Source: an optimization exercise on an open RTL-to-GDS flow (aim: small area). Production flows keep margins and buffers that such runs may drop.
The RTL was checked by simulation tests, not by an equivalence proof against the original design.
Power and IR drop assume default switching activity.

`flow/config.mk`:
```
export PLATFORM = sky130hd
export DESIGN_NAME = vga_status_overlay
export DESIGN_NICKNAME = vga_status_overlay
export VERILOG_FILES = /design/flow/design.v
export SDC_FILE = /design/flow/constraint.sdc
export NUM_CORES = 4
export LEC_CHECK = 0
export ABC_AREA = 1
export CAP_MARGIN = 20
export CORE_MARGIN = 2
export CORE_UTILIZATION = 55
export SLEW_MARGIN = 20
```
`flow/constraint.sdc`:
```
create_clock -name core_clock -period 20.0 [get_ports {pix_clk}]
set_input_delay 4.0000 -clock core_clock [delete_from_list [all_inputs] [get_ports {pix_clk}]]
set_output_delay 4.0000 -clock core_clock [all_outputs]
set_load 0.01 [all_outputs]
```
`flow/design.v`:
```
`timescale 1ns/1ps
module font8x8_basic (
    input  wire [7:0] char_code,    
    input  wire [2:0] row,          
    output reg  [7:0] row_bits      
);
    always @* begin
        row_bits = 8'b0000_0000;
        case (char_code)
            "0": begin
                case (row)
                    3'd1: row_bits = 8'b0011_1100;
                    3'd2: row_bits = 8'b0100_0010;
                    3'd3: row_bits = 8'b0100_0010;
                    3'd4: row_bits = 8'b0100_0010;
                    3'd5: row_bits = 8'b0100_0010;
                    3'd6: row_bits = 8'b0011_1100;
                    default: ;
                endcase
            end
            "1": begin
                case (row)
                    3'd1: row_bits = 8'b0001_1000;
                    3'd2: row_bits = 8'b0010_1000;
                    3'd3: row_bits = 8'b0000_1000;
                    3'd4: row_bits = 8'b0000_1000;
                    3'd5: row_bits = 8'b0000_1000;
                    3'd6: row_bits = 8'b0011_1110;
                    default: ;
                endcase
            end
            "2": begin
                case (row)
                    3'd1: row_bits = 8'b0011_1100;
                    3'd2: row_bits = 8'b0100_0010;
                    3'd3: row_bits = 8'b0000_0100;
                    3'd4: row_bits = 8'b0000_1000;
                    3'd5: row_bits = 8'b0001_0000;
                    3'd6: row_bits = 8'b0111_1110;
                    default: ;
                endcase
            end
            "3": begin
                case (row)
                    3'd1: row_bits = 8'b0011_1100;
                    3'd2: row_bits = 8'b0100_0010;
                    3'd3: row_bits = 8'b0000_1100;
                    3'd4: row_bits = 8'b0000_1100;
                    3'd5: row_bits = 8'b0100_0010;
                    3'd6: row_bits = 8'b0011_1100;
                    default: ;
                endcase
            end
            "5": begin
                case (row)
                    3'd1: row_bits = 8'b0111_1110;
                    3'd2: row_bits = 8'b0100_0000;
                    3'd3: row_bits = 8'b0111_1100;
                    3'd4: row_bits = 8'b0000_0010;
                    3'd5: row_bits = 8'b0100_0010;
                    3'd6: row_bits = 8'b0011_1100;
                    default: ;
                endcase
            end
            "6": begin
                case (row)
                    3'd1: row_bits = 8'b0011_1100;
                    3'd2: row_bits = 8'b0100_0000;
                    3'd3: row_bits = 8'b0111_1100;
                    3'd4: row_bits = 8'b0100_0010;
                    3'd5: row_bits = 8'b0100_0010;
                    3'd6: row_bits = 8'b0011_1100;
                    default: ;
                endcase
            end
            "7": begin
                case (row)
                    3'd1: row_bits = 8'b0111_1110;
                    3'd2: row_bits = 8'b0000_0010;
                    3'd3: row_bits = 8'b0000_0100;
                    3'd4: row_bits = 8'b0000_1000;
                    3'd5: row_bits = 8'b0001_0000;
                    3'd6: row_bits = 8'b0001_0000;
                    default: ;
                endcase
            end
            "8": begin
                case (row)
                    3'd1: row_bits = 8'b0011_1100;
                    3'd2: row_bits = 8'b0100_0010;
                    3'd3: row_bits = 8'b0011_1100;
                    3'd4: row_bits = 8'b0100_0010;
                    3'd5: row_bits = 8'b0100_0010;
                    3'd6: row_bits = 8'b0011_1100;
                    default: ;
                endcase
            end
            "9": begin
                case (row)
                    3'd1: row_bits = 8'b0011_1100;
                    3'd2: row_bits = 8'b0100_0010;
                    3'd3: row_bits = 8'b0100_0010;
                    3'd4: row_bits = 8'b0011_1110;
                    3'd5: row_bits = 8'b0000_0010;
                    3'd6: row_bits = 8'b0011_1100;
                    default: ;
                endcase
            end
            "T": begin
                case (row)
                    3'd1: row_bits = 8'b0111_1110;
                    3'd2: row_bits = 8'b0001_1000;
                    3'd3: row_bits = 8'b0001_1000;
                    3'd4: row_bits = 8'b0001_1000;
                    3'd5: row_bits = 8'b0001_1000;
                    3'd6: row_bits = 8'b0001_1000;
                    default: ;
                endcase
            end
            "E": begin
                case (row)
                    3'd1: row_bits = 8'b0111_1110;
                    3'd2: row_bits = 8'b0100_0000;
                    3'd3: row_bits = 8'b0111_1100;
                    3'd4: row_bits = 8'b0100_0000;
                    3'd5: row_bits = 8'b0100_0000;
                    3'd6: row_bits = 8'b0111_1110;
                    default: ;
                endcase
            end
            "M": begin
                case (row)
                    3'd1: row_bits = 8'b0100_0010;
                    3'd2: row_bits = 8'b0110_0110;
                    3'd3: row_bits = 8'b0101_1010;
                    3'd4: row_bits = 8'b0100_0010;
                    3'd5: row_bits = 8'b0100_0010;
                    3'd6: row_bits = 8'b0100_0010;
                    default: ;
                endcase
            end
            "P": begin
                case (row)
                    3'd1: row_bits = 8'b0111_1100;
                    3'd2: row_bits = 8'b0100_0010;
                    3'd3: row_bits = 8'b0111_1100;
                    3'd4: row_bits = 8'b0100_0000;
                    3'd5: row_bits = 8'b0100_0000;
                    3'd6: row_bits = 8'b0100_0000;
                    default: ;
                endcase
            end
            "A": begin
                case (row)
                    3'd1: row_bits = 8'b0011_1100;
                    3'd2: row_bits = 8'b0100_0010;
                    3'd3: row_bits = 8'b0100_0010;
                    3'd4: row_bits = 8'b0111_1110;
                    3'd5: row_bits = 8'b0100_0010;
                    3'd6: row_bits = 8'b0100_0010;
                    default: ;
                endcase
            end
            "N": begin
                case (row)
                    3'd1: row_bits = 8'b0100_0010;
                    3'd2: row_bits = 8'b0110_0010;
                    3'd3: row_bits = 8'b0101_0010;
                    3'd4: row_bits = 8'b0100_1010;
                    3'd5: row_bits = 8'b0100_0110;
                    3'd6: row_bits = 8'b0100_0010;
                    default: ;
                endcase
            end
            "I": begin
                case (row)
                    3'd1: row_bits = 8'b0011_1100;
                    3'd2: row_bits = 8'b0001_1000;
                    3'd3: row_bits = 8'b0001_1000;
                    3'd4: row_bits = 8'b0001_1000;
                    3'd5: row_bits = 8'b0001_1000;
                    3'd6: row_bits = 8'b0011_1100;
                    default: ;
                endcase
            end
            "R": begin
                case (row)
                    3'd1: row_bits = 8'b0111_1100;
                    3'd2: row_bits = 8'b0100_0010;
                    3'd3: row_bits = 8'b0111_1100;
                    3'd4: row_bits = 8'b0100_1000;
                    3'd5: row_bits = 8'b0100_0100;
                    3'd6: row_bits = 8'b0100_0010;
                    default: ;
                endcase
            end
            "F": begin
                case (row)
                    3'd1: row_bits = 8'b0111_1110;
                    3'd2: row_bits = 8'b0100_0000;
                    3'd3: row_bits = 8'b0111_1100;
                    3'd4: row_bits = 8'b0100_0000;
                    3'd5: row_bits = 8'b0100_0000;
                    3'd6: row_bits = 8'b0100_0000;
                    default: ;
                endcase
            end
            "O": begin
                case (row)
                    3'd1: row_bits = 8'b0011_1100;
                    3'd2: row_bits = 8'b0100_0010;
                    3'd3: row_bits = 8'b0100_0010;
                    3'd4: row_bits = 8'b0100_0010;
                    3'd5: row_bits = 8'b0100_0010;
                    3'd6: row_bits = 8'b0011_1100;
                    default: ;
                endcase
            end
            "S": begin
                case (row)
                    3'd1: row_bits = 8'b0011_1110;
                    3'd2: row_bits = 8'b0100_0000;
                    3'd3: row_bits = 8'b0011_1100;
                    3'd4: row_bits = 8'b0000_0010;
                    3'd5: row_bits = 8'b0000_0010;
                    3'd6: row_bits = 8'b0111_1100;
                    default: ;
                endcase
            end
            "V": begin
                case (row)
                    3'd1: row_bits = 8'b0100_0010;
                    3'd2: row_bits = 8'b0100_0010;
                    3'd3: row_bits = 8'b0100_0010;
                    3'd4: row_bits = 8'b0010_0100;
                    3'd5: row_bits = 8'b0010_0100;
                    3'd6: row_bits = 8'b0001_1000;
                    default: ;
                endcase
            end
            "Y": begin
                case (row)
                    3'd1: row_bits = 8'b0100_0010;
                    3'd2: row_bits = 8'b0010_0100;
                    3'd3: row_bits = 8'b0001_1000;
                    3'd4: row_bits = 8'b0001_1000;
                    3'd5: row_bits = 8'b0001_1000;
                    3'd6: row_bits = 8'b0001_1000;
                    default: ;
                endcase
            end
           "4": begin
                case (row)
                    3'd1: row_bits = 8'b0000_1100;
                    3'd2: row_bits = 8'b0001_0100;
                    3'd3: row_bits = 8'b0010_0100;
                    3'd4: row_bits = 8'b0111_1110;
                    3'd5: row_bits = 8'b0000_0100;
                    3'd6: row_bits = 8'b0000_0100;
                    default: ;
                endcase
            end
            " ": begin
            end
            default: begin
            end
        endcase
    end
endmodule
`timescale 1ns/1ps
module vga_char_glyph #(
    parameter integer CH_W = 8,
    parameter integer CH_H = 8
)(
    input  wire       clk_pix,
    input  wire       rst_pix,
    input  wire [9:0] hcount,        
    input  wire [9:0] vcount,
    input  wire       active_video,  
    input  wire [9:0] x0,            
    input  wire [9:0] y0,            
    input  wire [7:0] char_code,     
    output reg        pixel_on       
);
    wire in_box =
        active_video &&
        (hcount >= x0) && (hcount < x0 + CH_W) &&
        (vcount >= y0) && (vcount < y0 + CH_H);
    wire [9:0] rel_x = hcount - x0;
    wire [9:0] rel_y = vcount - y0;
    wire [2:0] col = rel_x[2:0];    
    wire [2:0] row = rel_y[2:0];    
    wire [7:0] row_bits;
    font8x8_basic u_font (
        .char_code(char_code),
        .row      (row),
        .row_bits (row_bits)
    );
    wire font_bit = row_bits[7 - col];
    always @(posedge clk_pix) begin
        if (rst_pix) begin
            pixel_on <= 1'b0;
        end else begin
            pixel_on <= in_box && font_bit;
        end
    end
endmodule
`timescale 1ns/1ps
module vga_status_overlay #(
    parameter signed [15:0] TEMP_Q15_COLD = 16'sd4096,
    parameter signed [15:0] TEMP_Q15_HOT  = 16'sd16384
)(
    input  wire        pix_clk,
    input  wire        rst,
    input  wire [9:0]  hcount,
    input  wire [9:0]  vcount,
    input  wire        active_video,
    input  wire        frame_tick,
    input  wire [11:0] rgb_bg,
    input  wire  signed [15:0] sample_q15,
    input  wire  signed [15:0] duty_q15,
    input  wire         fan_temp_on,
    input  wire         fan_manual_on,
    input  wire         fan_pir_on,
    input  wire         fan_on,
    input  wire [7:0]   uart_tx_byte,
    input  wire         uart_tx_vld,
    input  wire         byte_accepted,
    input  wire  signed [15:0] theta_q15,
    input  wire         pir_active,
    input  wire         pir_rise,
    input  wire  signed [15:0] enc_pos,
    input  wire                enc_step_pulse,
    input  wire                enc_dir,
    input  wire        sw_temp_en,
    input  wire        sw_manual_en,
    input  wire        sw_pir_en,
    output reg  [11:0] rgb_out
);
    wire [9:0] h = hcount;
    wire [9:0] v = vcount;
    reg rst_q, rst_qq;
    always @(posedge pix_clk) begin
        rst_q  <= rst;
        rst_qq <= rst_q;
    end
    wire s1_clr = rst_q | rst_qq;         
    wire ld     = frame_tick & ~rst;      
    wire ld_v   = ld & ~s1_clr;           
    reg [6:0]  st_s0, st_s1;       
    reg [15:0] smp_s0;
    reg [7:0]  smp_s1;             
    reg [3:0]  smp_s1_fb;          
    reg [8:0]  dty_s0;             
    reg [7:0]  dty_s1;             
    reg        dty_s1_neg;
    reg [15:0] th_s0;
    reg [8:0]  th_s1;              
    reg        th_s1_neg;
    reg [7:0]  txb_s0, txb_s1;
    reg [4:0]  ev_s0, ev_s1;       
    reg        dir_s0, dir_s1;
    reg [15:0] enc_s0, enc_s1;
    reg [17:0] th_y;
    reg [8:0]  th_deg;
    reg        th_c, th_a;
    integer    tci;
    always @* begin
        th_c = 1'b0;
        for (tci = 0; tci < 18; tci = tci + 1) begin
            th_a = (tci >= 2 && tci < 17) ? th_s0[tci-2] : 1'b0;
            th_y[tci] = (tci < 15 ? th_s0[tci] : 1'b0) ^ th_a ^ th_c;
            th_c = ((tci < 15 ? th_s0[tci] : 1'b0) & th_a) |
                   (th_c & ((tci < 15 ? th_s0[tci] : 1'b0) ^ th_a));
        end
        th_c = 1'b0;
        for (tci = 3; tci < 12; tci = tci + 1)
            th_c = (th_y[tci] & th_y[tci-3]) | (th_c & (th_y[tci] ^ th_y[tci-3]));
        for (tci = 12; tci < 21; tci = tci + 1) begin
            th_a = (tci < 18) ? th_y[tci] : 1'b0;
            th_deg[tci-12] = th_a ^ th_y[tci-3] ^ th_c;
            th_c = (th_a & th_y[tci-3]) | (th_c & (th_a ^ th_y[tci-3]));
        end
    end
    reg [3:0] smp_fb;
    reg       fb_c, fb_a;
    integer   fbi;
    always @* begin
        fb_c = 1'b0;
        for (fbi = 2; fbi < 7; fbi = fbi + 1)
            fb_c = (smp_s0[fbi] & smp_s0[fbi-2]) | (fb_c & (smp_s0[fbi] ^ smp_s0[fbi-2]));
        for (fbi = 7; fbi < 11; fbi = fbi + 1) begin
            fb_a = (fbi < 8) ? smp_s0[fbi] : 1'b0;
            smp_fb[fbi-7] = fb_a ^ ((fbi - 2 < 8) ? smp_s0[fbi-2] : 1'b0) ^ fb_c;
            fb_c = (fb_a & ((fbi - 2 < 8) ? smp_s0[fbi-2] : 1'b0)) |
                   (fb_c & (fb_a ^ ((fbi - 2 < 8) ? smp_s0[fbi-2] : 1'b0)));
        end
    end
    always @(posedge pix_clk) begin
        st_s0  <= {fan_temp_on, fan_manual_on, fan_pir_on, fan_on,
                   sw_temp_en, sw_manual_en, sw_pir_en};
        st_s1  <= st_s0;
        smp_s0 <= sample_q15;
        smp_s1 <= smp_s0[15:8];
        smp_s1_fb <= smp_fb;
        dty_s0 <= duty_q15[15:7];
        dty_s1 <= dty_s0[7:0];
        dty_s1_neg <= dty_s0[8];
        th_s0  <= theta_q15;
        th_s1  <= th_deg;
        th_s1_neg <= th_s0[15];
        txb_s0 <= uart_tx_byte;
        txb_s1 <= txb_s0;
        ev_s0  <= {uart_tx_vld, byte_accepted, pir_rise, enc_step_pulse, pir_active};
        ev_s1  <= ev_s0;
        dir_s0 <= enc_dir;
        dir_s1 <= dir_s0;
        enc_s0 <= enc_pos;
        enc_s1 <= enc_s0;
    end
    wire [4:0] ev = ev_s1 & {5{~s1_clr}};    
    wire tx_vld_sync = ev[4];
    wire ba_sync     = ev[3];
    wire pir_rise_s1 = ev[2];
    wire enc_step_s1 = ev[1];
    wire pir_act_s1  = ev[0];
    reg [3:0] ev_prev;    
    always @(posedge pix_clk)
        ev_prev <= ev[4:1];
    wire tx_vld_rise = tx_vld_sync & ~ev_prev[3];
    wire ba_rise     = ba_sync     & ~ev_prev[2];
    wire pir_rise_px = pir_rise_s1 & ~ev_prev[1];
    wire enc_step_px = enc_step_s1 & ~ev_prev[0];
    reg [6:0] st_pix;
    reg [7:0] temp_code;       
    reg [3:0] temp_fb;         
    reg [7:0] duty_pix;        
    reg [8:0] deg;             
    always @(posedge pix_clk) begin
        if (rst) begin
            st_pix    <= 7'd0;
            temp_code <= 8'd0;
            temp_fb   <= 4'd0;
            duty_pix  <= 8'd0;
            deg       <= 9'd0;
        end else if (frame_tick) begin
            st_pix    <= s1_clr ? 7'd0 : st_s1;
            temp_code <= s1_clr ? 8'd0 : smp_s1;
            temp_fb   <= s1_clr ? 4'd0 : smp_s1_fb;
            duty_pix  <= (s1_clr | dty_s1_neg) ? 8'd0 : dty_s1;
            deg       <= (s1_clr | th_s1_neg) ? 9'd0 : th_s1;
        end
    end
    wire        t_lo = temp_code[7] | (temp_code[6:4] == 3'd0);
    wire        t_hi = temp_code[6];
    wire [5:0]  t_c6 = {temp_code[5:4] - 2'd1, temp_code[3:0]};    
    wire [8:0]  t_x  = {t_c6, 3'd0} + {2'd0, t_c6, 1'b0} + {5'd0, temp_fb};
    reg  [7:0]  t_div3;
    reg  [1:0]  t_rem;
    reg  [2:0]  t_xx;
    integer     ti;
    always @* begin
        t_rem = 2'd0;
        t_div3 = 8'd0;
        for (ti = 8; ti >= 0; ti = ti - 1) begin
            t_xx = {t_rem, t_x[ti]};
            case (t_xx)
                3'd0: begin t_rem = 2'd0; if (ti < 8) t_div3[ti] = 1'b0; end
                3'd1: begin t_rem = 2'd1; if (ti < 8) t_div3[ti] = 1'b0; end
                3'd2: begin t_rem = 2'd2; if (ti < 8) t_div3[ti] = 1'b0; end
                3'd3: begin t_rem = 2'd0; if (ti < 8) t_div3[ti] = 1'b1; end
                3'd4: begin t_rem = 2'd1; if (ti < 8) t_div3[ti] = 1'b1; end
                default: begin t_rem = 2'd2; if (ti < 8) t_div3[ti] = 1'b1; end
            endcase
        end
    end
    wire [7:0]  temp_h = t_lo ? 8'd0 : t_hi ? 8'd159 : t_div3;
    wire fan_temp_pix   = st_pix[6];
    wire fan_manual_pix = st_pix[5];
    wire fan_pir_pix    = st_pix[4];
    wire fan_on_pix     = st_pix[3];
    wire sw_temp_pix    = st_pix[2];
    wire sw_manual_pix  = st_pix[1];
    wire sw_pir_pix     = st_pix[0];
    reg [7:0] rot_h;           
    reg       enc_chg_d1, enc_chg;
    reg       enc_dir_pix;
    reg [7:0] enc_h10;
    reg       enc_c, enc_a;
    integer   ei;
    always @* begin
        enc_c = enc_s1[15] & (enc_s1[7:0] == 8'd0);
        for (ei = 0; ei < 8; ei = ei + 1) begin
            enc_a = enc_s1[8+ei] ^ enc_s1[15];
            enc_h10[ei] = enc_a ^ enc_c ^ ((8'd10 >> ei) & 1'b1);
            enc_c = ((8'd10 >> ei) & 1'b1) ? (enc_a | enc_c) : (enc_a & enc_c);
        end
    end
    always @(posedge pix_clk) begin
        rot_h       <= (rst | s1_clr) ? 8'd10 : enc_h10;
        enc_dir_pix <= (rst | s1_clr) ? 1'b0 : dir_s1;
        enc_chg_d1  <= (rst | rst_q) ? 1'b0 :
                       rst_qq ? (enc_s0 != 16'd0) : (enc_s0 != enc_s1);
        enc_chg     <= rst ? 1'b0 : enc_chg_d1;
    end
    reg [5:0] pir_cnt;  reg pir_nz;
    reg [5:0] rot_cnt;  reg rot_nz;
    reg [7:0] ul;        
    reg [15:0] ucount;
    reg [7:0]  uart_acc;
    localparam [7:0] UL_SEED = 8'h01;
    function [7:0] ul_step;    
        input [7:0] s;
        ul_step = {s[6:0], s[7] ^ s[5] ^ s[4] ^ s[3]};
    endfunction
    localparam [7:0] UL_LAST = 8'h80;    
    always @(posedge pix_clk) begin
        if (rst) begin
            pir_cnt <= 6'd0; pir_nz <= 1'b0;
            rot_cnt <= 6'd0; rot_nz <= 1'b0;
            ul      <= 8'd0;
            ucount  <= 16'd0;
            uart_acc <= 8'd0;
        end else begin
            if (pir_rise_px) begin
                pir_cnt <= 6'd63; pir_nz <= 1'b1;
            end else if (frame_tick && pir_nz)
                pir_cnt <= pir_cnt - 6'd1;
            if (enc_chg || enc_step_px) begin
                rot_cnt <= 6'd63; rot_nz <= 1'b1;
            end else if (frame_tick && rot_nz)
                rot_cnt <= rot_cnt - 6'd1;
            if (tx_vld_rise)
                ul <= UL_SEED;
            else if (frame_tick && ul != 8'd0)
                ul <= (ul == UL_LAST) ? 8'd0 : ul_step(ul);
            if (ba_rise) begin
                ucount   <= ucount + 16'd1;
                uart_acc <= txb_s1;
            end
        end
    end
    function [7:0] font8;
        input [4:0] c;
        input [2:0] r;
        begin
            case ({c, r})
                {5'd1, 3'd1}: font8 = 8'b00111100;  
                {5'd1, 3'd2}: font8 = 8'b01000010;  
                {5'd1, 3'd3}: font8 = 8'b01000010;  
                {5'd1, 3'd4}: font8 = 8'b01000010;  
                {5'd1, 3'd5}: font8 = 8'b01000010;  
                {5'd1, 3'd6}: font8 = 8'b00111100;  
                {5'd2, 3'd1}: font8 = 8'b01111110;  
                {5'd2, 3'd2}: font8 = 8'b01000000;  
                {5'd2, 3'd3}: font8 = 8'b01111100;  
                {5'd2, 3'd4}: font8 = 8'b00000010;  
                {5'd2, 3'd5}: font8 = 8'b01000010;  
                {5'd2, 3'd6}: font8 = 8'b00111100;  
                {5'd3, 3'd1}: font8 = 8'b00111100;  
                {5'd3, 3'd2}: font8 = 8'b01000000;  
                {5'd3, 3'd3}: font8 = 8'b01111100;  
                {5'd3, 3'd4}: font8 = 8'b01000010;  
                {5'd3, 3'd5}: font8 = 8'b01000010;  
                {5'd3, 3'd6}: font8 = 8'b00111100;  
                {5'd4, 3'd1}: font8 = 8'b01111110;  
                {5'd4, 3'd2}: font8 = 8'b00000010;  
                {5'd4, 3'd3}: font8 = 8'b00000100;  
                {5'd4, 3'd4}: font8 = 8'b00001000;  
                {5'd4, 3'd5}: font8 = 8'b00010000;  
                {5'd4, 3'd6}: font8 = 8'b00010000;  
                {5'd5, 3'd1}: font8 = 8'b00111100;  
                {5'd5, 3'd2}: font8 = 8'b01000010;  
                {5'd5, 3'd3}: font8 = 8'b01000010;  
                {5'd5, 3'd4}: font8 = 8'b00111110;  
                {5'd5, 3'd5}: font8 = 8'b00000010;  
                {5'd5, 3'd6}: font8 = 8'b00111100;  
                {5'd6, 3'd1}: font8 = 8'b00111100;  
                {5'd6, 3'd2}: font8 = 8'b01000010;  
                {5'd6, 3'd3}: font8 = 8'b01000010;  
                {5'd6, 3'd4}: font8 = 8'b01111110;  
                {5'd6, 3'd5}: font8 = 8'b01000010;  
                {5'd6, 3'd6}: font8 = 8'b01000010;  
                {5'd7, 3'd1}: font8 = 8'b01111110;  
                {5'd7, 3'd2}: font8 = 8'b01000000;  
                {5'd7, 3'd3}: font8 = 8'b01111100;  
                {5'd7, 3'd4}: font8 = 8'b01000000;  
                {5'd7, 3'd5}: font8 = 8'b01000000;  
                {5'd7, 3'd6}: font8 = 8'b01111110;  
                {5'd8, 3'd1}: font8 = 8'b01111110;  
                {5'd8, 3'd2}: font8 = 8'b01000000;  
                {5'd8, 3'd3}: font8 = 8'b01111100;  
                {5'd8, 3'd4}: font8 = 8'b01000000;  
                {5'd8, 3'd5}: font8 = 8'b01000000;  
                {5'd8, 3'd6}: font8 = 8'b01000000;  
                {5'd9, 3'd1}: font8 = 8'b00111100;  
                {5'd9, 3'd2}: font8 = 8'b00011000;  
                {5'd9, 3'd3}: font8 = 8'b00011000;  
                {5'd9, 3'd4}: font8 = 8'b00011000;  
                {5'd9, 3'd5}: font8 = 8'b00011000;  
                {5'd9, 3'd6}: font8 = 8'b00111100;  
                {5'd10, 3'd1}: font8 = 8'b01000010;  
                {5'd10, 3'd2}: font8 = 8'b01100110;  
                {5'd10, 3'd3}: font8 = 8'b01011010;  
                {5'd10, 3'd4}: font8 = 8'b01000010;  
                {5'd10, 3'd5}: font8 = 8'b01000010;  
                {5'd10, 3'd6}: font8 = 8'b01000010;  
                {5'd11, 3'd1}: font8 = 8'b01000010;  
                {5'd11, 3'd2}: font8 = 8'b01100010;  
                {5'd11, 3'd3}: font8 = 8'b01010010;  
                {5'd11, 3'd4}: font8 = 8'b01001010;  
                {5'd11, 3'd5}: font8 = 8'b01000110;  
                {5'd11, 3'd6}: font8 = 8'b01000010;  
                {5'd12, 3'd1}: font8 = 8'b01111100;  
                {5'd12, 3'd2}: font8 = 8'b01000010;  
                {5'd12, 3'd3}: font8 = 8'b01111100;  
                {5'd12, 3'd4}: font8 = 8'b01000000;  
                {5'd12, 3'd5}: font8 = 8'b01000000;  
                {5'd12, 3'd6}: font8 = 8'b01000000;  
                {5'd13, 3'd1}: font8 = 8'b01111100;  
                {5'd13, 3'd2}: font8 = 8'b01000010;  
                {5'd13, 3'd3}: font8 = 8'b01111100;  
                {5'd13, 3'd4}: font8 = 8'b01001000;  
                {5'd13, 3'd5}: font8 = 8'b01000100;  
                {5'd13, 3'd6}: font8 = 8'b01000010;  
                {5'd14, 3'd1}: font8 = 8'b00111110;  
                {5'd14, 3'd2}: font8 = 8'b01000000;  
                {5'd14, 3'd3}: font8 = 8'b00111100;  
                {5'd14, 3'd4}: font8 = 8'b00000010;  
                {5'd14, 3'd5}: font8 = 8'b00000010;  
                {5'd14, 3'd6}: font8 = 8'b01111100;  
                {5'd15, 3'd1}: font8 = 8'b01111110;  
                {5'd15, 3'd2}: font8 = 8'b00011000;  
                {5'd15, 3'd3}: font8 = 8'b00011000;  
                {5'd15, 3'd4}: font8 = 8'b00011000;  
                {5'd15, 3'd5}: font8 = 8'b00011000;  
                {5'd15, 3'd6}: font8 = 8'b00011000;  
                {5'd16, 3'd1}: font8 = 8'b01000010;  
                {5'd16, 3'd2}: font8 = 8'b01000010;  
                {5'd16, 3'd3}: font8 = 8'b01000010;  
                {5'd16, 3'd4}: font8 = 8'b00100100;  
                {5'd16, 3'd5}: font8 = 8'b00100100;  
                {5'd16, 3'd6}: font8 = 8'b00011000;  
                {5'd17, 3'd1}: font8 = 8'b01000010;  
                {5'd17, 3'd2}: font8 = 8'b00100100;  
                {5'd17, 3'd3}: font8 = 8'b00011000;  
                {5'd17, 3'd4}: font8 = 8'b00011000;  
                {5'd17, 3'd5}: font8 = 8'b00011000;  
                {5'd17, 3'd6}: font8 = 8'b00011000;  
                default: font8 = 8'd0;
            endcase
        end
    endfunction
    function [4:0] leg_char;
        input [7:0] q;
        case (q)
            8'd87: leg_char = 5'd15;
            8'd88: leg_char = 5'd15;
            8'd89: leg_char = 5'd1;
            8'd90: leg_char = 5'd1;
            8'd91: leg_char = 5'd8;
            8'd92: leg_char = 5'd8;
            8'd107: leg_char = 5'd15;
            8'd108: leg_char = 5'd15;
            8'd109: leg_char = 5'd10;
            8'd110: leg_char = 5'd10;
            8'd111: leg_char = 5'd12;
            8'd112: leg_char = 5'd12;
            8'd127: leg_char = 5'd14;
            8'd128: leg_char = 5'd14;
            8'd129: leg_char = 5'd13;
            8'd130: leg_char = 5'd13;
            8'd131: leg_char = 5'd16;
            8'd132: leg_char = 5'd16;
            8'd147: leg_char = 5'd14;
            8'd148: leg_char = 5'd14;
            8'd149: leg_char = 5'd17;
            8'd150: leg_char = 5'd17;
            8'd151: leg_char = 5'd14;
            8'd152: leg_char = 5'd14;
            default: leg_char = 5'd0;
        endcase
    endfunction
    function [4:0] fan_char;
        input [6:0] q;
        case (q)
            7'd41: fan_char = 5'd10;
            7'd42: fan_char = 5'd6;
            7'd43: fan_char = 5'd11;
            7'd51: fan_char = 5'd15;
            7'd52: fan_char = 5'd7;
            7'd53: fan_char = 5'd10;
            7'd54: fan_char = 5'd12;
            7'd61: fan_char = 5'd12;
            7'd62: fan_char = 5'd9;
            7'd63: fan_char = 5'd13;
            7'd71: fan_char = 5'd8;
            7'd72: fan_char = 5'd6;
            7'd73: fan_char = 5'd11;
            default: fan_char = 5'd0;
        endcase
    endfunction
    function [4:0] t60_char;
        input [6:0] q;
        case (q)
            7'd57: t60_char = 5'd3;
            7'd58: t60_char = 5'd1;
            7'd59: t60_char = 5'd8;
            default: t60_char = 5'd0;
        endcase
    endfunction
    function [4:0] t75_char;
        input [6:0] q;
        case (q)
            7'd57: t75_char = 5'd4;
            7'd58: t75_char = 5'd2;
            7'd59: t75_char = 5'd8;
            default: t75_char = 5'd0;
        endcase
    endfunction
    function [4:0] t90_char;
        input [6:0] q;
        case (q)
            7'd57: t90_char = 5'd5;
            7'd58: t90_char = 5'd1;
            7'd59: t90_char = 5'd8;
            default: t90_char = 5'd0;
        endcase
    endfunction
    function ge10;    
        input [9:0] a;
        input [9:0] b;
        integer i;
        reg r;
        begin
            r = 1'b1;
            for (i = 0; i < 10; i = i + 1)
                r = b[i] ? (a[i] & r) : (a[i] | r);
            ge10 = r;
        end
    endfunction
    function inr;     
        input [9:0] a;
        input [9:0] lo;
        input [9:0] hi;
        inr = ge10(a, lo) & ge10(hi, a);
    endfunction
    wire in_leg_txt = inr(v, 10'd20, 10'd27);
    wire in_fan_txt = inr(v, 10'd40, 10'd47);
    wire in_t60     = inr(v, 10'd432, 10'd439);
    wire in_t75     = inr(v, 10'd358, 10'd365);
    wire in_t90     = inr(v, 10'd285, 10'd292);
    wire [4:0] tch = (in_leg_txt ? leg_char(h[9:2]) : 5'd0) |
                     (in_fan_txt ? fan_char(h[9:3]) : 5'd0) |
                     (in_t60     ? t60_char(h[9:3]) : 5'd0) |
                     (in_t75     ? t75_char(h[9:3]) : 5'd0) |
                     (in_t90     ? t90_char(h[9:3]) : 5'd0);
    wire [2:0] trow = v[2:0] - (in_leg_txt ? 3'd4 : in_t75 ? 3'd6 : in_t90 ? 3'd5 : 3'd0);
    wire [2:0] tcol = {h[2] ^ in_leg_txt, h[1:0]};
    wire [7:0] tbits = font8(tch, trow);
    wire       tpix  = active_video & tbits[~tcol];
    reg text_q, tick_q;
    always @(posedge pix_clk) begin
        if (rst) begin
            text_q <= 1'b0;
            tick_q <= 1'b0;
        end else begin
            text_q <= tpix & (in_leg_txt | in_fan_txt);
            tick_q <= tpix & (in_t60 | in_t75 | in_t90);
        end
    end
    wire vb_td = inr(v, 10'd429, 10'd435);
    wire box_t = vb_td && inr(h, 10'd488, 10'd504);
    wire box_d = vb_td && inr(h, 10'd568, 10'd584);
    wire box_h = inr(v, 10'd132, 10'd138) && inr(h, 10'd328, 10'd344);
    wire box_u = inr(v, 10'd114, 10'd120) && inr(h, 10'd388, 10'd410);
    wire [6:0] pct = ge10({3'd0, duty_pix[7:1]}, 10'd101) ? 7'd100 : duty_pix[7:1];
    wire [8:0] dval = box_t ? {1'b0, temp_code} :
                      box_d ? {2'b00, pct} : deg;
    function [3:0] add3;
        input [3:0] x;
        case (x)
            4'd5: add3 = 4'd8;
            4'd6: add3 = 4'd9;
            4'd7: add3 = 4'd10;
            4'd8: add3 = 4'd11;
            4'd9: add3 = 4'd12;
            default: add3 = x;
        endcase
    endfunction
    reg [11:0] bcd;
    integer bi;
    always @* begin
        bcd = 12'd0;
        for (bi = 8; bi >= 0; bi = bi - 1) begin
            bcd = {add3(bcd[11:8]), add3(bcd[7:4]), add3(bcd[3:0])};
            bcd = {bcd[10:0], dval[bi]};
        end
    end
    wire [4:0] xw = h[4:0] - (box_u ? 5'd4 : box_d ? 5'd24 : 5'd8);
    reg [1:0] didx;
    reg [2:0] dcol;
    always @* begin
        case (xw)
            5'd0, 5'd1, 5'd2, 5'd3, 5'd4, 5'd5:       didx = 2'd0;
            5'd6, 5'd7, 5'd8, 5'd9, 5'd10, 5'd11:     didx = 2'd1;
            5'd12, 5'd13, 5'd14, 5'd15, 5'd16, 5'd17: didx = 2'd2;
            default:                                  didx = 2'd3;
        endcase
        case (xw)
            5'd0, 5'd6, 5'd12, 5'd18: dcol = 3'd0;
            5'd1, 5'd7, 5'd13, 5'd19: dcol = 3'd1;
            5'd2, 5'd8, 5'd14, 5'd20: dcol = 3'd2;
            5'd3, 5'd9, 5'd15, 5'd21: dcol = 3'd3;
            5'd4, 5'd10, 5'd16, 5'd22: dcol = 3'd4;
            default:                  dcol = 3'd5;
        endcase
    end
    wire [2:0] drow = v[2:0] - (box_u ? 3'd2 : box_h ? 3'd4 : 3'd5);
    reg [3:0] dsel;
    always @* begin
        if (box_u) begin
            case (didx)
                2'd0: dsel = ucount[15:12];
                2'd1: dsel = ucount[11:8];
                2'd2: dsel = ucount[7:4];
                default: dsel = ucount[3:0];
            endcase
        end else begin
            case (didx)
                2'd0: dsel = bcd[11:8];
                2'd1: dsel = bcd[7:4];
                default: dsel = bcd[3:0];
            endcase
        end
    end
    function [34:0] digit_5x7_bitmap;
        input [3:0] d;
        begin
            case (d)
                4'd0: digit_5x7_bitmap = 35'b01110_10001_10011_10101_11001_10001_01110;
                4'd1: digit_5x7_bitmap = 35'b00100_01100_00100_00100_00100_00100_01110;
                4'd2: digit_5x7_bitmap = 35'b01110_10001_00001_00010_00100_01000_11111;
                4'd3: digit_5x7_bitmap = 35'b01110_10001_00001_00110_00001_10001_01110;
                4'd4: digit_5x7_bitmap = 35'b00010_00110_01010_10010_11111_00010_00010;
                4'd5: digit_5x7_bitmap = 35'b11111_10000_11110_00001_00001_10001_01110;
                4'd6: digit_5x7_bitmap = 35'b00110_01000_10000_11110_10001_10001_01110;
                4'd7: digit_5x7_bitmap = 35'b11111_00001_00010_00100_01000_01000_01000;
                4'd8: digit_5x7_bitmap = 35'b01110_10001_10001_01110_10001_10001_01110;
                4'd9: digit_5x7_bitmap = 35'b01110_10001_10001_01111_00001_00010_01100;
                default: digit_5x7_bitmap = 35'd0;
            endcase
        end
    endfunction
    wire [34:0] dbits = digit_5x7_bitmap(dsel);
    reg  [4:0]  drow_bits;
    always @* begin
        case (drow)
            3'd0: drow_bits = dbits[34:30];
            3'd1: drow_bits = dbits[29:25];
            3'd2: drow_bits = dbits[24:20];
            3'd3: drow_bits = dbits[19:15];
            3'd4: drow_bits = dbits[14:10];
            3'd5: drow_bits = dbits[9:5];
            default: drow_bits = dbits[4:0];
        endcase
    end
    reg dpix;
    always @* begin
        case (dcol)
            3'd0: dpix = drow_bits[4];
            3'd1: dpix = drow_bits[3];
            3'd2: dpix = drow_bits[2];
            3'd3: dpix = drow_bits[1];
            3'd4: dpix = drow_bits[0];
            default: dpix = 1'b0;
        endcase
    end
    wire digit_on = (box_t | box_d | box_h | box_u) && dpix;
    wire in_col0 = inr(h, 10'd320, 10'd399);
    wire in_col1 = inr(h, 10'd400, 10'd479);
    wire in_col2 = inr(h, 10'd480, 10'd559);
    wire in_col3 = inr(h, 10'd560, 10'd639);
    wire in_legend = inr(v, 10'd16, 10'd27);
    wire in_fanrow = inr(v, 10'd32, 10'd63);
    wire in_statrow = inr(v, 10'd64, 10'd95);
    wire temp_cold = ~ge10({2'd0, temp_h}, 10'd53);
    wire temp_hot  = ge10({2'd0, temp_h}, 10'd106);
    wire [2:0] hp_hi = h[9:5] == 5'd15 ? 3'd0 : h[9:5] == 5'd16 ? 3'd1 :
                       h[9:5] == 5'd17 ? 3'd2 : h[9:5] == 5'd18 ? 3'd3 : 3'd4;
    wire in_pir = inr(v, 10'd96, 10'd127) && inr(h, 10'd480, 10'd639) &&
                  (pir_nz ? ge10({4'd0, pir_cnt}, {4'd0, hp_hi, h[4:2]}) : (h == 10'd480));
    wire in_ubits = inr(v, 10'd102, 10'd121) && inr(h, 10'd324, 10'd475);
    reg ubit;
    always @* begin
        if (ge10(10'd342, h)) ubit = uart_acc[7];
        else if (ge10(10'd361, h)) ubit = uart_acc[6];
        else if (ge10(10'd380, h)) ubit = uart_acc[5];
        else if (ge10(10'd399, h)) ubit = uart_acc[4];
        else if (ge10(10'd418, h)) ubit = uart_acc[3];
        else if (ge10(10'd437, h)) ubit = uart_acc[2];
        else if (ge10(10'd456, h)) ubit = uart_acc[1];
        else                   ubit = uart_acc[0];
    end
    wire segr1 = inr(v, 10'd196, 10'd205);
    wire segr2 = inr(v, 10'd206, 10'd215);
    wire segc0 = inr(h, 10'd584, 10'd591);
    wire segc1 = inr(h, 10'd595, 10'd602);
    wire segc2 = inr(h, 10'd606, 10'd613);
    wire segc3 = inr(h, 10'd617, 10'd624);
    wire in_seg = (segr1 | segr2) & (segc0 | segc1 | segc2 | segc3);
    wire [6:0] dp = duty_pix[7:1];
    wire [9:0] dpx = {3'd0, dp};
    wire seg_lit = segr1 ? (segc0 ? ge10(dpx, 10'd13) : segc1 ? ge10(dpx, 10'd25) :
                            segc2 ? ge10(dpx, 10'd38) : ge10(dpx, 10'd50))
                         : (segc0 ? ge10(dpx, 10'd63) : segc1 ? ge10(dpx, 10'd75) :
                            segc2 ? ge10(dpx, 10'd88) : ge10(dpx, 10'd100));
    reg [8:0] vu;
    reg       vu_b;
    integer   vui;
    always @* begin
        vu_b = 1'b0;
        for (vui = 0; vui < 9; vui = vui + 1) begin
            vu[vui] = v[vui] ^ vu_b ^ ((9'd440 >> vui) & 1'b1);
            vu_b = ((9'd440 >> vui) & 1'b1) ? (v[vui] & vu_b) : (v[vui] | vu_b);
        end
    end
    wire v_le440 = ge10(10'd440, v);
    wire in_tbar = inr(h, 10'd488, 10'd507) && v_le440 && ge10({2'd0, temp_h}, {1'b0, vu});
    wire in_dbar = inr(h, 10'd568, 10'd587) && v_le440 && ge10({2'd0, duty_pix}, {1'b0, vu});
    wire in_rbar = inr(h, 10'd624, 10'd639) && ge10(10'd430, v) && ge10({2'd0, rot_h}, {1'b0, vu});
    wire in_tick = inr(h, 10'd482, 10'd487) &&
                   ((v == 10'd435) || (v == 10'd436) || (v == 10'd361) ||
                    (v == 10'd362) || (v == 10'd288) || (v == 10'd289));
    wire cx_mid = inr(h, 10'd597, 10'd602);
    wire cy_mid = inr(v, 10'd141, 10'd146);
    wire comp_N = cx_mid && inr(v, 10'd133, 10'd138);
    wire comp_S = cx_mid && inr(v, 10'd149, 10'd154);
    wire comp_W = cy_mid && inr(h, 10'd589, 10'd594);
    wire comp_E = cy_mid && inr(h, 10'd605, 10'd610);
    wire comp_C = cx_mid && cy_mid;
    wire [9:0] degx = {1'b0, deg};
    wire d45 = ge10(degx, 10'd45), d135 = ge10(degx, 10'd135);
    wire d225 = ge10(degx, 10'd225), d315 = ge10(degx, 10'd315);
    wire dir_N = ~d45 | d315;
    wire dir_E = d45 & ~d135;
    wire dir_S = d135 & ~d225;
    wire dir_W = d225 & ~d315;
    wire [3:0] rl = rot_nz ? rot_cnt[5:2] : 4'd0;
    wire stat_sys_ok = fan_on_pix | pir_act_s1 | ba_sync;
    wire comp_dir = (comp_N && dir_N) || (comp_E && dir_E) ||
                    (comp_S && dir_S) || (comp_W && dir_W);
    wire comp_any = comp_N | comp_E | comp_S | comp_W | comp_C;
    wire [11:0] rot_c = enc_dir_pix ? {1'b0, rl[3:1], rl, 4'h0} : {rl, 4'h0, 1'b0, rl[3:1]};
    wire        grp_b = in_rbar | comp_any;
    wire [11:0] col_b = ({12{in_rbar}} & rot_c) |
                        ({12{comp_any}} & (comp_dir ? 12'hFFF : 12'h888));
    wire st0 = in_statrow && in_col0, st1 = in_statrow && in_col1;
    wire st2 = in_statrow && in_col2, st3 = in_statrow && in_col3;
    wire fn0 = in_fanrow && in_col0,  fn1 = in_fanrow && in_col1;
    wire fn2 = in_fanrow && in_col2,  fn3 = in_fanrow && in_col3;
    wire lg0 = in_legend && in_col0,  lg1 = in_legend && in_col1;
    wire lg2 = in_legend && in_col2,  lg3 = in_legend && in_col3;
    wire [11:0] c_tbar = temp_cold ? 12'h04F : temp_hot ? 12'hF00 : 12'h0F0;
    wire [11:0] c_seg  = seg_lit ? 12'h0F0 : 12'h060;
    wire [11:0] c_ubit = ubit ? 12'h0FF : 12'h222;
    wire [11:0] c_pir  = pir_act_s1 ? 12'h0F0 : 12'hFF0;
    wire [11:0] c_st0  = (ul != 8'd0) ? 12'h0FF : 12'h222;
    wire [11:0] c_st1  = temp_hot ? 12'hF00 : temp_cold ? 12'h00F : 12'h0F0;
    wire [11:0] c_st2  = rot_nz ? 12'h0F0 : 12'h222;
    wire [11:0] c_st3  = stat_sys_ok ? 12'hF0F : 12'h222;
    wire [11:0] c_fn0  = !sw_manual_pix ? 12'h222 : fan_manual_pix ? 12'h04F : 12'h027;
    wire [11:0] c_fn1  = !sw_temp_pix ? 12'h222 : fan_temp_pix ? 12'hF80 : 12'h630;
    wire [11:0] c_fn2  = !sw_pir_pix ? 12'h222 : fan_pir_pix ? 12'h0F0 : 12'h050;
    wire [11:0] c_fn3  = fan_on_pix ? 12'hFFF : 12'hF0F;
    wire low_any = in_tbar | in_seg | in_ubits | in_pir |
                   st0 | st1 | st2 | st3 | fn0 | fn1 | fn2 | fn3 |
                   lg0 | lg1 | lg2 | lg3;
    wire [11:0] low_c = ({12{in_tbar}}  & c_tbar) | ({12{in_seg}} & c_seg) |
                        ({12{in_ubits}} & c_ubit) | ({12{in_pir}} & c_pir) |
                        ({12{st0}} & c_st0) | ({12{st1}} & c_st1) |
                        ({12{st2}} & c_st2) | ({12{st3}} & c_st3) |
                        ({12{fn0}} & c_fn0) | ({12{fn1}} & c_fn1) |
                        ({12{fn2}} & c_fn2) | ({12{fn3}} & c_fn3) |
                        ({12{lg0}} & 12'h00F) | ({12{lg1}} & 12'h0F0) |
                        ({12{lg2}} & 12'h0FF) | ({12{lg3}} & 12'hF0F);
    wire        grp_d = digit_on | in_dbar | low_any;
    wire [11:0] col_d = digit_on ? (box_u ? 12'h0FF : 12'hFFF) :
                        in_dbar  ? {4'h0, duty_pix[7:4], 4'h0} : low_c;
    always @* begin
        if (!active_video)
            rgb_out = 12'h000;
        else if (text_q)
            rgb_out = 12'hFFF;
        else if (grp_b)
            rgb_out = col_b;
        else if (tick_q | in_tick)
            rgb_out = 12'hFFF;
        else if (grp_d)
            rgb_out = col_d;
        else
            rgb_out = rgb_bg;
    end
endmodule
```
`flow/flow/run.sh`:
```
#!/bin/bash
# Layout flow: the standard ORFS flow (standard.sh) with these changes:
#  - synthesis: no adder/half-adder cell extraction (ADDER_MAP_FILE empty),
#    and an area-oriented ABC mapping script: five rounds of
#    dc2; &dch -f; &nf -a -R 3000 -F 12 -A 12 (area mapping), with AIG
#    optimisation by &deepsyn -J 100 -S 1 (fixed seed and stop rule) before
#    the first and the third. The rest of synthesis is the standard script
#    (synth_recipe.tcl), so the registers and their names are those of the
#    standard synthesis;
#  - plain buf_1 cells as port buffers (every input and output port still
#    gets its own buffer; repair_design resizes them where needed);
#  - clock tree synthesis with clkbuf_8 cells, small clusters and no dummy
#    loads.
# Each tool's full output goes to a log file in this folder (ORFS also keeps
# its per-step logs under orfs/logs).
set -euo pipefail
here=$(pwd)
rm -rf "$here/scripts_area"
cp -r "$FLOW_HOME/scripts" "$here/scripts_area"
round='strash\ndc2\n&get -n\n&st\n&dch -f\n&nf -R 3000 -a -F 12 -A 12\n&put\n'
deep='strash\n&get -n\n&deepsyn -J 100 -S 1\n&put\n'
printf "${deep}${round}${round}${deep}${round}${round}${round}topo\nstime -c\n" > "$here/scripts_area/abc_area.script"
cp "$here/scripts_area/abc_area.script" "$here/scripts_area/abc_speed.script"
SCRIPTS_DIR="$here/scripts_area" ADDER_MAP_FILE= bash standard.sh synth > flow_synth.log 2>&1
export BUFFER_PORTS_ARGS="-buffer_cell sky130_fd_sc_hd__buf_1"
export CTS_ARGS="-sink_clustering_enable -repair_clock_nets -dont_use_dummy_load -buf_list sky130_fd_sc_hd__clkbuf_8 -sink_clustering_size 20 -sink_clustering_max_diameter 60"
bash standard.sh > flow_layout.log 2>&1
```
`flow/standard.sh`:
```
#!/bin/bash
# synth_recipe.tcl (not shown) runs the flow's synth.tcl, then flattens the netlist and writes it again
# the make line also repeats each setting of config.mk as NAME=value (left out here)
make -C /OpenROAD-flow-scripts/flow DESIGN_CONFIG=/design/flow/config.mk WORK_HOME=/design/flow/orfs CLKGATE_MAP_FILE= SYNTH_SCRIPT=/design/flow/synth_recipe.tcl "${@:-finish}"
```
==> notes.md <==
-- Yosys cell counts (16+ instances only) --
cell type,n
a211oi_1,19
a31oi_1,28
nand2_1,154
maj3_1,22
o211ai_1,16
a22oi_1,17
clkinv_1,64
nor3_1,48
and3_1,25
nand2b_1,25
nor2_1,154
a32o_1,18
dfxtp_1,247
nand3_1,41
and2_0,34
o22ai_1,23
xor2_1,29
nor2b_1,27
o21ai_0,100
o21a_1,16
xnor2_1,47
a21oi_1,121
a22o_1,38
-- cell usage in the layout (no fill, tap or decap), types with 27 or more instances in the layout --
cell type  count
xor2_1        29
clkinv_1      64
and2_0        34
nand3_1       41
xnor2_1       47
nor2b_1       27
buf_1        124
o21ai_0      100
nand2_1      154
nor2_1       153
dfxtp_1      247
a22o_1        38
nor3_1        47
a31oi_1       28
a21oi_1      121
-- stage by stage --
stage	util (%)	std cells	hold WS (ns)	instance area, um^2
6_report	61.5	1925	0.321	13400
5_1_grt	61.5	1925	0.334	13400
4_1_cts	61.4	1924	0.333	13400
3_5_place_dp	60.2	1905	0.312	13100
3_3_place_gp	60.2	1905	0.311	13100
2_1_floorplan	-	1485	0.310	12200
-- registers in the layout, indices dropped and copies added (netlist names), 9 cells and up --
name    flops
deg         9
dty_s0      9
enc_s0     16
enc_s1     16
smp_s0     16
th_s0      16
th_s1       9
ucount     16
-- how the worst min path moves through the flow --
stage                          from         to
final                     smp_s0[8]  smp_s1[0]
after global routing      smp_s0[8]  smp_s1[0]
after detailed placement   st_s0[3]   st_s1[3]
after CTS                 txb_s0[3]  txb_s1[3]
after global placement     ev_s0[2]   ev_s1[2]
after floorplan              dir_s0     dir_s1
-- where the power goes --
group          internal [uW]  total [uW]  switching, uW  leakage, uW
Clock                   85.5         229            144     0.000137
Combinational           69.8         176            106      0.00275
Sequential               521         539           17.7      0.00205
-- area by class of cell --
| cell class | instances | area share (%) |
|---|---|---|
| antenna | 1 | 0.0187 |
| timing repair buffer | 140 | 4.36 |
| clock buffer | 19 | 1.96 |
| sequential | 247 | 37.0 |
| inverter | 64 | 1.80 |
| tap | 280 | 2.62 |
| multi-input combinational | 1174 | 52.3 |
-- cells by family (layout without fill, tap and decap cells) --
group | Yosys count | after routing
xor+xnor | 77 | 77
simple gates | 589 | 589
mux | 4 | 4
fa+ha+maj | 22 | 22
other cells | 0 | 1
compound gates | 482 | 482
buf+inv | 64 | 223
flops | 247 | 247
-- per-layer routing --
metal	GRT usage (%)	vias to the layer above	part of all wire, %
li1	-	5808	-
met1	37.4	5327	45
met2	44.0	458	45
met3	3.64	70	7.4
met4	8.77	0	3.0
met5	0	-	0
==> reports/qor.yml <==
sta:
  min_period_ns: 18.72
  slew_violations: 0
  clock.fmax_ghz: 0.0534
  relSlewSlack_pct: 34.5
  timing.final.crit_share_pct: 93.6
  finalSetupViolCount: 0
  fin_tns_setup_ns: 0
  worst_pin_slew_ns: 0.976
  setup_ws_ns: 1.28
  hold_violations: 0
  clock_skew_ns: 0.0566
  grt_setup_unrepaired: "no"
grt:
  antenna_found_initial: 1
  grt_pass1_vias: 10700
  grt_start_max_net_pins: 43
  grt_first_pass_wirelength_mm: 53.2
  overflow: 0
  grt_usage_pct: 27.1
floorplan:
  start_util_pct: 55.9
  ios: 133
  rows: 54
  die-area_mm2: 0.0233
  die_height_um: 153
  fp.dieW_um: 153
  core_mm2: 0.0218
clocking:
  cts_root_buf: "clkbuf_8"
  cts-buffers-inserted: 19
  htree_levels: 1
  cts_setup_buffers: 0
  clockBufferDepth: 3
  cts_tree: "yes"
  ctsHoldBuffers: 0
  ctsResizeCount: 0
  path_clk_slew_ns: 0.09
  clk_latency_ns: 0.53
  cts.sinks: 247
worst_setup_path:
  required_ns: 16.00
  r2r_start: "th_s0[3]"
  crit_cells: 44
  r2r_slack_ns: 13.54
  crit_end: "rgb_out[11]"
  cp.arrival_ns: 14.72
  crit_path_end_kind: "primary output"
  crit_top_cell: "a21oi_1"
  path_buf_inv: 3
  path_max_fanout: 14
  crit_type: "in2out"
  rr_worst_depth: 24
  cp_slowest_cell: "a211oi_1"
  critPathLaunchType: "input port"
  crit_start: "hcount[1]"
  r2r_end: "th_s1[7]"
  crit_family: "compound AO/OA/AOI/OAI gates"
  cpPeakStageDelay_ns: 0.69
synthesis:
  yosys.area_share.simple_pct: 23.4
  synth-compound-area-share_pct: 26.1
  syn_avg_cell_area_um2: 8.19
  synthArstFlopShare_pct: 0
  syn_inst: 1485
  synth_fa_ha_area_share_pct: 1.81
  synthFlopType: "dfxtp_1"
  synth_top_family_by_area: "compound AO/OA/AOI/OAI gates"
  yosysSeqAreaShare_pct: 40.6
  ys_top_cells_by_area: "dfxtp_1 41%, a21oi_1 5.0%, nand2_1 4.8%"
  synth_edf_count: 0
  synth_cell_types: 64
  synth-xor-area-share_pct: 5.66
  synth_top_cell_area_share_pct: 40.6
  syn-num-nets: 1606
  synth_mux_area_share_pct: 0.339
  synth.cell_area_mm2: 0.0122
  synth_area_leader_cell: "dfxtp_1"
  ys_warn_count: 1
  ys_seq_elements: 247
layout:
  area_growth_pct: 9.90
  seqCellArea_mm2: 0.00494
  multi_input_area_mm2: 0.00699
  nets: 1767
  fillers: 2012
  drive_gt1_share_pct: 2.25
place:
  hpwlAfterDp_mm: 25.1
  place_ws_ns: 1.55
  gp_congestion: 1.02
  port_buffers: 125
drt:
  postRouteAntennaNets: 0
  route.detailed.drc: 0
  via_count: 11700
  drt_iter0_drc: 1180
  wl_per_cell_um: 16.9
  vias_per_cell: 6.06
  finalWirelength_mm: 32.6
  drt_first_pass_iters: 8
power_and_ir_drop:
  total_power_uw: 943
  leakage_uw: 0.00494
  power_density_mw_per_mm2: 70.6
  peakVddDrop_uv: 72.3
job:
  cap_violations: 0
min_path:
  holdPathStages: 0
  hold_path.class: "reg2reg"
outcome:
  status: "complete, no violations"

[port drivers added, routing unchanged]
The results above use ideal ports. As a check the final layout listed here was re-extracted and re-timed, cells and wires unchanged.
Step 1 assumes that a clkbuf_16 drives the clock port and a buf_2 every other input.
Step 2 times the ports against the registers' clock, not the clock port: input delays grow and output delays shrink by t, the midpoint of the rising clock arrivals with the driver on.
a / b / c = ideal / step 1 / step 2; a / b = the first two.
t, ns: 0.548
setup WS [ns]: 1.279 / 1.247 / 1.247
worst setup path after step 2: input to output
latest minus earliest clock arrival (ns): 0.059 / 0.059
pins driven straight from the clock port: 1
After both steps setup and hold are still met in this run. For this run, drivers alone change the setup slack by -0.032 ns; drivers and shift together by -0.032 ns.
